Context: an optimization exercise on an open-source flow, tuned for small area and a short achievable clock period. The choices shown serve that exercise and are no tape-out recipe.

## lab4_2
module lab4_2( 
              input wire      mode,
              input wire[2:0] opCode,
              input wire[3:0] value,
              input clk,
              input reset,
              output wire[9:0] result,
              output reg cacheFull,
              output reg invalidOp,
              output reg overflow);
	reg [223:0] cache;
	reg [5:0]   counter;
	reg [5:0]   PN;           
	reg [3:0]   begin_PC;
	reg [9:0]   p1;           
	reg [11:0]  B3;           
	reg [6:0]   IR;           
	reg         IR2;          
	reg [9:0]   p0;           
	reg [9:0]   resn;         
	assign result = ~resn;
	reg         last;         
	integer i, j;
	always @(posedge clk) begin
		for (i = 0; i < 32; i = i + 1)
			if (!counter[5] && counter[4:0] == i)
				cache[i*7 +: 7] <= {opCode, value};
	end
	wire [2:0] op = IR[6:4];
	wire [3:0] v  = IR[3:0];
	wire is1 = op[0] & ~op[2];
	wire is2 = IR2;
	wire ar  = ~op[2];
	wire [4:0] s1, s2, s3;
	genvar k;
	generate
		for (k = 0; k < 5; k = k + 1) begin : dig
			wire a1 = p0[2*k+1], a0 = p0[2*k];
			if (k == 0) begin : d0
				assign s1[k] = (is2 & ~a1 & a0) | is1;
			end else begin : dk
				assign s1[k] = is2 & ~a1 & a0;
			end
			assign s2[k] = is2 & a1 & ~a0;
			assign s3[k] = is2 & a1 & a0;
		end
	endgenerate
  ...
For scale: roughly 1,300 cells after synthesis, about 290 flip-flops, ~23 I/O pins, about 15,000 µm² of cells after synthesis.
clock: 12.5 ns
lec_check: 0
cap_margin: 20
core_margin: 2
core_utilization: 40
cts_cluster_diameter: 100
cts_cluster_size: 24
slew_margin: 20
standard.sh (not shown) runs the stock make flow with config.mk's settings and CLKGATE_MAP_FILE= SYNTH_SCRIPT=/design/flow/synth_recipe.tcl, a recipe that flattens the netlist after the stock synthesis.
==> flow/flow/run.sh <==
#!/bin/bash
# Standard layout with two changes to how it is made:
#  - timing repair is asked for more setup margin than the clock period
#    needs, so it keeps shortening the worst paths;
#  - the port buffers are buf_4 cells (every port still gets its buffer).
set -euo pipefail
bash standard.sh SETUP_SLACK_MARGIN=9 \
  "BUFFER_PORTS_ARGS=-buffer_cell sky130_fd_sc_hd__buf_4" finish > standard.log 2>&1
Change:
--- a/flow/design.v
+++ b/flow/design.v
@@ -9,35 +9,34 @@
               output reg cacheFull,
               output reg invalidOp,
               output reg overflow);
 	reg [223:0] cache;
 	reg [5:0]   counter;
 	reg [5:0]   PN;           
 	reg [3:0]   begin_PC;
 	reg [9:0]   p1;           
 	reg [11:0]  B3;           
 	reg [6:0]   IR;           
-	reg         IR2;          
 	reg [9:0]   p0;           
 	reg [9:0]   resn;         
 	assign result = ~resn;
 	reg         last;         
-	integer i, j;
+	integer i;
 	always @(posedge clk) begin
 		for (i = 0; i < 32; i = i + 1)
 			if (!counter[5] && counter[4:0] == i)
 				cache[i*7 +: 7] <= {opCode, value};
 	end
 	wire [2:0] op = IR[6:4];
 	wire [3:0] v  = IR[3:0];
 	wire is1 = op[0] & ~op[2];
-	wire is2 = IR2;
+	wire is2 = op[1] & ~op[2];
 	wire ar  = ~op[2];
 	wire [4:0] s1, s2, s3;
 	genvar k;
 	generate
 		for (k = 0; k < 5; k = k + 1) begin : dig
 			wire a1 = p0[2*k+1], a0 = p0[2*k];
 			if (k == 0) begin : d0
 				assign s1[k] = (is2 & ~a1 & a0) | is1;
 			end else begin : dk
 				assign s1[k] = is2 & ~a1 & a0;
@@ -154,21 +153,21 @@
 	wire [10:0] S  = ra + rb;
 	wire big = (s1[1] & (|p1[9:8])) | (s2[1] & (|p1[9:7])) | (s3[1] & (|B3[11:8])) |
 	           (s1[2] & (|p1[9:6])) | (s2[2] & (|p1[9:5])) | (s3[2] & (|B3[11:6])) |
 	           (s1[3] & (|p1[9:4])) | (s2[3] & (|p1[9:3])) | (s3[3] & (|B3[11:4])) |
 	           (s1[4] & (|p1[9:2])) | (s2[4] & (|p1[9:1])) | (s3[4] & (|B3[11:2])) |
 	           (s2[0] & p1[9]) | (s3[0] & (|B3[11:10]));
 	wire ovf_ar = S[10] | t9 | t11 | t27 | t47 | big;
 	reg [3:0] pop;
 	always @* begin
 		pop = 0;
-		for (j = 0; j < 10; j = j + 1) pop = pop + p0[j];
+		for (i = 0; i < 10; i = i + 1) pop = pop + p0[i];
 	end
 	wire [9:0] rev = {p0[0], p0[1], p0[2], p0[3], p0[4], p0[5], p0[6], p0[7], p0[8], p0[9]};
 	reg [9:0] n;
 	reg       ovf;
 	always @* begin
 		if (ar) begin
 			n = S[9:0]; ovf = ovf_ar;
 		end else begin
 			ovf = 1'b0;
 			case (op[1:0])
@@ -191,38 +190,34 @@
 			resn      <= 10'h3ff;
 			cacheFull <= 0;
 			invalidOp <= 0;
 			overflow  <= 0;
 			counter   <= 0;
 			PN        <= 6'd1;
 			begin_PC  <= 0;
 			p1        <= 0;
 			B3        <= 0;
 			IR        <= 0;
-			IR2       <= 1'b0;
 			last      <= 1'b1;
 		end else if (mode) begin
 			p0       <= n;
 			resn     <= ~n;
 			overflow <= ovf;
 			p1       <= p0;
 			B3       <= {2'b0, p0} + {1'b0, p0, 1'b0};
 			begin_PC <= nbegin;
 			PN       <= npn;
 			IR       <= nvalid ? nent : 7'd0;
-			IR2      <= nvalid & ~nent[6] & nent[5];
 			last     <= npn >= counter;
 		end else begin
-			if (!counter[5] && PN == cnt1) begin
-				IR  <= (opCode[1:0] == 2'b11) ? 7'd0 : {opCode, value};
-				IR2 <= opCode == 3'd2;
-			end
+			if (!counter[5] && PN == cnt1)
+				IR <= (opCode[1:0] == 2'b11) ? 7'd0 : {opCode, value};
 			if (opCode[1:0] == 2'b11) begin
 				invalidOp <= 1'b1;
 			end else begin
 				invalidOp <= 1'b0;
 				if (counter[5]) cacheFull <= 1'b1;
 				else begin
 					counter <= cnt1;
 					last    <= PN > counter;
 				end
 			end
Outcome: Cell count falls by a few percent. Non-clock buffer count fell by 19. Setup slack got worse by 0.17 ns. Utilization hardly moves. Die area decreases slightly. Global-route usage stays flat. Worst hold slack is about the same. Critical path depth is unchanged. Wire length fell by a few percent.
No functional check of the RTL was part of any run of this note.


The RTL this note starts from:
==> flow/design.v <==
`timescale 1ns / 1ps
module lab4_2( 
              input wire      mode,
              input wire[2:0] opCode,
              input wire[3:0] value,
              input clk,
              input reset,
              output reg[9:0] result,
              output reg cacheFull,
              output reg invalidOp,
              output reg overflow);
	reg [223:0] cache;
	reg [5:0]   counter;
	reg [5:0]   PN;           
	reg [3:0]   begin_PC;
	reg [9:0]   p1;           
	reg [11:0]  B3;           
	reg [6:0]   IR;           
	reg         IR2;          
	reg [9:0]   p0n;          
	reg         last;         
	integer i;
	always @(posedge clk) begin
		for (i = 0; i < 32; i = i + 1)
			if (!counter[5] && counter[4:0] == i)
				cache[i*7 +: 7] <= {opCode, value};
	end
	wire [9:0] p0 = ~p0n;
	wire [2:0] op = IR[6:4];
	wire [3:0] v  = IR[3:0];
	wire is1 = op[0] & ~op[2];
	wire is2 = IR2;
	wire ar  = ~op[2];
	wire [4:0] s1, s2, s3;
	genvar k;
	generate
		for (k = 0; k < 5; k = k + 1) begin : dig
			wire a1 = p0[2*k+1], a0 = p0[2*k];
			if (k == 0) begin : d0
				assign s1[k] = (is2 & ~a1 & a0) | is1;
			end else begin : dk
				assign s1[k] = is2 & ~a1 & a0;
			end
			assign s2[k] = is2 & a1 & ~a0;
			assign s3[k] = is2 & a1 & a0;
		end
	endgenerate
	wire [10:0] B2 = {p1, 1'b0};
	wire [9:0] r0 = ({10{s1[0]}} & p1)      | ({10{s2[0]}} & B2[9:0]) | ({10{s3[0]}} & B3[9:0]);
	wire [7:0] r1 = ({8{s1[1]}}  & p1[7:0]) | ({8{s2[1]}}  & B2[7:0]) | ({8{s3[1]}}  & B3[7:0]);
	wire [5:0] r2 = ({6{s1[2]}}  & p1[5:0]) | ({6{s2[2]}}  & B2[5:0]) | ({6{s3[2]}}  & B3[5:0]);
	wire [3:0] r3 = ({4{s1[3]}}  & p1[3:0]) | ({4{s2[3]}}  & B2[3:0]) | ({4{s3[3]}}  & B3[3:0]);
	wire [1:0] r4 = ({2{s1[4]}}  & p1[1:0]) | ({2{s2[4]}}  & B2[1:0]) | ({2{s3[4]}}  & B3[1:0]);
	wire [9:0] q  = p0 & {10{~op[1]}};
	wire t0;
	wire t1;
	wire t2;
	wire t3;
	wire t4;
	wire t5;
	wire t6;
	wire t7;
	wire t8;
	wire t9;
	wire t10;
	wire t11;
	wire t12;
	wire t13;
	wire t14;
	wire t15;
	wire t16;
	wire t17;
	wire t18;
	wire t19;
	wire t20;
	wire t21;
	wire t22;
	wire t23;
	wire t24;
	wire t25;
	wire t26;
	wire t27;
	wire t28;
	wire t29;
	wire t30;
	wire t31;
	wire t32;
	wire t33;
	wire t34;
	wire t35;
	wire t36;
	wire t37;
	wire t38;
	wire t39;
	wire t40;
	wire t41;
	wire t42;
	wire t43;
	wire t44;
	wire t45;
	wire t46;
	wire t47;
	assign t0 = q[6] ^ r0[6];
	assign t1 = q[6] & r0[6];
	assign t2 = q[7] ^ r0[7] ^ r1[5];
	assign t3 = (q[7] & r0[7]) | (q[7] & r1[5]) | (r0[7] & r1[5]);
	assign t4 = q[8] ^ r0[8] ^ r1[6];
	assign t5 = (q[8] & r0[8]) | (q[8] & r1[6]) | (r0[8] & r1[6]);
	assign t6 = r2[4] ^ r3[2];
	assign t7 = r2[4] & r3[2];
	assign t8 = q[9] ^ r0[9] ^ r1[7];
	assign t9 = (q[9] & r0[9]) | (q[9] & r1[7]) | (r0[9] & r1[7]);
	assign t10 = r2[5] ^ r3[3] ^ r4[1];
	assign t11 = (r2[5] & r3[3]) | (r2[5] & r4[1]) | (r3[3] & r4[1]);
	assign t12 = v[2] ^ q[2];
	assign t13 = v[2] & q[2];
	assign t14 = v[3] ^ q[3] ^ r0[3];
	assign t15 = (v[3] & q[3]) | (v[3] & r0[3]) | (q[3] & r0[3]);
	assign t16 = q[4] ^ r0[4] ^ r1[2];
	assign t17 = (q[4] & r0[4]) | (q[4] & r1[2]) | (r0[4] & r1[2]);
	assign t18 = q[5] ^ r0[5] ^ r1[3];
	assign t19 = (q[5] & r0[5]) | (q[5] & r1[3]) | (r0[5] & r1[3]);
	assign t20 = r1[4] ^ r2[2] ^ r3[0];
	assign t21 = (r1[4] & r2[2]) | (r1[4] & r3[0]) | (r2[2] & r3[0]);
	assign t22 = r2[3] ^ r3[1] ^ t2;
	assign t23 = (r2[3] & r3[1]) | (r2[3] & t2) | (r3[1] & t2);
	assign t24 = r4[0] ^ t4 ^ t6;
	assign t25 = (r4[0] & t4) | (r4[0] & t6) | (t4 & t6);
	assign t26 = t8 ^ t10 ^ t5;
	assign t27 = (t8 & t10) | (t8 & t5) | (t10 & t5);
	assign t28 = v[0] ^ q[0];
	assign t29 = v[0] & q[0];
	assign t30 = v[1] ^ q[1] ^ r0[1];
	assign t31 = (v[1] & q[1]) | (v[1] & r0[1]) | (q[1] & r0[1]);
	assign t32 = r0[2] ^ r1[0] ^ t12;
	assign t33 = (r0[2] & r1[0]) | (r0[2] & t12) | (r1[0] & t12);
	assign t34 = r1[1] ^ t14 ^ t13;
	assign t35 = (r1[1] & t14) | (r1[1] & t13) | (t14 & t13);
	assign t36 = r2[0] ^ t16 ^ t15;
	assign t37 = (r2[0] & t16) | (r2[0] & t15) | (t16 & t15);
	assign t38 = r2[1] ^ t18 ^ t17;
	assign t39 = (r2[1] & t18) | (r2[1] & t17) | (t18 & t17);
	assign t40 = t0 ^ t20 ^ t19;
	assign t41 = (t0 & t20) | (t0 & t19) | (t20 & t19);
	assign t42 = t1 ^ t22 ^ t21;
	assign t43 = (t1 & t22) | (t1 & t21) | (t22 & t21);
	assign t44 = t3 ^ t24 ^ t23;
	assign t45 = (t3 & t24) | (t3 & t23) | (t24 & t23);
	assign t46 = t7 ^ t26 ^ t25;
	assign t47 = (t7 & t26) | (t7 & t25) | (t26 & t25);
	wire [9:0]  ra = {t46, t44, t42, t40, t38, t36, t34, t32, t30, r0[0]};
	wire [9:0]  rb = {t45, t43, t41, t39, t37, t35, t33, t31, t29, t28};
	wire [10:0] S  = ra + rb;
	wire big = (s1[1] & (|p1[9:8])) | (s2[1] & (|p1[9:7])) | (s3[1] & (|B3[11:8])) |
	           (s1[2] & (|p1[9:6])) | (s2[2] & (|p1[9:5])) | (s3[2] & (|B3[11:6])) |
	           (s1[3] & (|p1[9:4])) | (s2[3] & (|p1[9:3])) | (s3[3] & (|B3[11:4])) |
	           (s1[4] & (|p1[9:2])) | (s2[4] & (|p1[9:1])) | (s3[4] & (|B3[11:2])) |
	           (s2[0] & p1[9]) | (s3[0] & (|B3[11:10]));
	wire ovf_ar = S[10] | t9 | t11 | t27 | t47 | big;
	reg [3:0] pop;
	always @* begin
		pop = 0;
		for (i = 0; i < 10; i = i + 1) pop = pop + p0[i];
	end
	wire [9:0] rev = {p0[0], p0[1], p0[2], p0[3], p0[4], p0[5], p0[6], p0[7], p0[8], p0[9]};
	reg [9:0] n;
	reg       ovf;
	always @* begin
		if (ar) begin
			n = S[9:0]; ovf = ovf_ar;
		end else begin
			ovf = 1'b0;
			case (op[1:0])
				2'd0:    n = {6'd0, pop};
				2'd1:    n = rev;
				default: n = p0;
			endcase
		end
	end
	wire       is6    = op[2] & op[1];
	wire [3:0] nbegin = is6 ? v : begin_PC;
	wire [4:0] npc    = last ? {1'b0, nbegin} : PN[4:0];
	wire [5:0] npn    = npc + 1'b1;
	wire       nvalid = ~last | ({2'b0, nbegin} < counter);
	wire [6:0] nent   = cache[npc*7 +: 7];
	wire [5:0] cnt1   = counter + 1'b1;
	always @(posedge clk or posedge reset) begin
		if (reset) begin
			result    <= 0;
			cacheFull <= 0;
			invalidOp <= 0;
			overflow  <= 0;
			counter   <= 0;
			PN        <= 6'd1;
			begin_PC  <= 0;
			p1        <= 0;
			B3        <= 0;
			IR        <= 0;
			IR2       <= 1'b0;
			p0n       <= 10'h3ff;
			last      <= 1'b1;
		end else if (mode) begin
			result   <= n;
			p0n      <= ~n;
			overflow <= ovf;
			p1       <= p0;
			B3       <= {2'b0, p0} + {1'b0, p0, 1'b0};
			begin_PC <= nbegin;
			PN       <= npn;
			IR       <= nvalid ? nent : 7'd0;
			IR2      <= nvalid & ~nent[6] & nent[5];
			last     <= npn >= counter;
		end else begin
			if (!counter[5] && PN == cnt1) begin
				IR  <= (opCode[1:0] == 2'b11) ? 7'd0 : {opCode, value};
				IR2 <= opCode == 3'd2;
			end
			if (opCode[1:0] == 2'b11) begin
				invalidOp <= 1'b1;
			end else begin
				invalidOp <= 1'b0;
				if (counter[5]) cacheFull <= 1'b1;
				else begin
					counter <= cnt1;
					last    <= PN > counter;
				end
			end
		end
	end
endmodule
export LEC_CHECK = 0
export CAP_MARGIN = 20
export CORE_MARGIN = 2
export CORE_UTILIZATION = 40
export CTS_CLUSTER_DIAMETER = 100
export CTS_CLUSTER_SIZE = 24
export SLEW_MARGIN = 20
create_clock -name core_clock -period 12.5 [get_ports {clk}]
Scripts as last shown in full above: flow/flow/run.sh
Rerun with:
--- a/flow/design.v
+++ b/flow/design.v
@@ -15,10 +15,8 @@
 	reg [3:0]   begin_PC;
 	reg [9:0]   p1;           
-	reg [11:0]  B3;           
+	reg [9:0]   B3;           
 	reg [6:0]   IR;           
-	reg         IR2;          
-	reg [9:0]   p0n;          
 	reg         last;         
-	integer i;
+	integer i, j;
 	always @(posedge clk) begin
 		for (i = 0; i < 32; i = i + 1)
@@ -26,9 +24,9 @@
 				cache[i*7 +: 7] <= {opCode, value};
 	end
-	wire [9:0] p0 = ~p0n;
+	wire [9:0] p0 = result;
 	wire [2:0] op = IR[6:4];
 	wire [3:0] v  = IR[3:0];
 	wire is1 = op[0] & ~op[2];
-	wire is2 = IR2;
+	wire is2 = op[1] & ~op[2];
 	wire ar  = ~op[2];
 	wire [4:0] s1, s2, s3;
@@ -152,14 +150,14 @@
 	wire [9:0]  rb = {t45, t43, t41, t39, t37, t35, t33, t31, t29, t28};
 	wire [10:0] S  = ra + rb;
-	wire big = (s1[1] & (|p1[9:8])) | (s2[1] & (|p1[9:7])) | (s3[1] & (|B3[11:8])) |
-	           (s1[2] & (|p1[9:6])) | (s2[2] & (|p1[9:5])) | (s3[2] & (|B3[11:6])) |
-	           (s1[3] & (|p1[9:4])) | (s2[3] & (|p1[9:3])) | (s3[3] & (|B3[11:4])) |
-	           (s1[4] & (|p1[9:2])) | (s2[4] & (|p1[9:1])) | (s3[4] & (|B3[11:2])) |
-	           (s2[0] & p1[9]) | (s3[0] & (|B3[11:10]));
+	wire big = (s1[1] & (|p1[9:8])) | (s2[1] & (|p1[9:7])) | (s3[1] & (p1 >= 10'd86)) |
+	           (s1[2] & (|p1[9:6])) | (s2[2] & (|p1[9:5])) | (s3[2] & (p1 >= 10'd22)) |
+	           (s1[3] & (|p1[9:4])) | (s2[3] & (|p1[9:3])) | (s3[3] & (p1 >= 10'd6)) |
+	           (s1[4] & (|p1[9:2])) | (s2[4] & (|p1[9:1])) | (s3[4] & (p1 >= 10'd2)) |
+	           (s2[0] & p1[9]) | (s3[0] & (p1 >= 10'd342));
 	wire ovf_ar = S[10] | t9 | t11 | t27 | t47 | big;
 	reg [3:0] pop;
 	always @* begin
 		pop = 0;
-		for (i = 0; i < 10; i = i + 1) pop = pop + p0[i];
+		for (j = 0; j < 10; j = j + 1) pop = pop + p0[j];
 	end
 	wire [9:0] rev = {p0[0], p0[1], p0[2], p0[3], p0[4], p0[5], p0[6], p0[7], p0[8], p0[9]};
@@ -197,23 +195,17 @@
 			B3        <= 0;
 			IR        <= 0;
-			IR2       <= 1'b0;
-			p0n       <= 10'h3ff;
 			last      <= 1'b1;
 		end else if (mode) begin
 			result   <= n;
-			p0n      <= ~n;
 			overflow <= ovf;
 			p1       <= p0;
-			B3       <= {2'b0, p0} + {1'b0, p0, 1'b0};
+			B3       <= p0 + {p0[8:0], 1'b0};
 			begin_PC <= nbegin;
 			PN       <= npn;
 			IR       <= nvalid ? nent : 7'd0;
-			IR2      <= nvalid & ~nent[6] & nent[5];
 			last     <= npn >= counter;
 		end else begin
-			if (!counter[5] && PN == cnt1) begin
-				IR  <= (opCode[1:0] == 2'b11) ? 7'd0 : {opCode, value};
-				IR2 <= opCode == 3'd2;
-			end
+			if (!counter[5] && PN == cnt1)
+				IR <= (opCode[1:0] == 2'b11) ? 7'd0 : {opCode, value};
 			if (opCode[1:0] == 2'b11) begin
 				invalidOp <= 1'b1;
Worst hold slack improves by 0.0097 ns.
Core utilization is lower by 0.54 points.
Worst setup slack improved by 0.15 ns.
Clock-buffer cell count goes down by 3.
Final area falls by 4.9%.
First-iteration DRC count goes up by 27%.
Synthesized cell count decreases by 7.5%.
Final cell count shrinks by 5.5%.
Function was not checked in any run of this note: the RTL went through the layout flow alone.

afterwards: timing with drivers on the ports:
The flow's constraints put no driver on any port. The routed layouts listed below were extracted and timed again, unchanged, in two steps.
Step 1 (the two cells are an assumption about what drives the block):
set clk [get_ports {clk}]
set_driving_cell -lib_cell sky130_fd_sc_hd__clkbuf_16 $clk
set_driving_cell -lib_cell sky130_fd_sc_hd__buf_2 [delete_from_list [all_inputs] $clk]
Step 2 times the ports against the registers' clock, not the clock port: input delays grow and output delays shrink by t, the midpoint of the rising clock arrivals with the driver on.
Three values: ideal ports, drivers, drivers and shift; two values: the first two.
| run | t (ns) | setup WS [ns] | hold WS [ns] | latest minus earliest clock arrival (ns) |
|---|---|---|---|---|
| the first run of note 1 | 0.568 | 8.603 / 8.603 / 8.370 | 0.493 / 0.493 / 0.493 | 0.028 / 0.028 |
| the second run of note 1 | 0.572 | 8.431 / 8.430 / 8.248 | 0.495 / 0.495 / 0.495 | 0.028 / 0.027 |
| the first run of note 2 | 0.558 | 8.359 / 8.359 / 8.359 | 0.510 / 0.510 / 0.510 | 0.018 / 0.017 |
| the second run of note 2 | 0.565 | 8.512 / 8.460 / 8.509 | 0.520 / 0.520 / 0.520 | 0.037 / 0.037 |
After both steps every run listed still meets setup and hold. The setup slack of the first run of note 1, which loses most, moves by 0.000 ns with the drivers and by -0.233 ns with both steps.
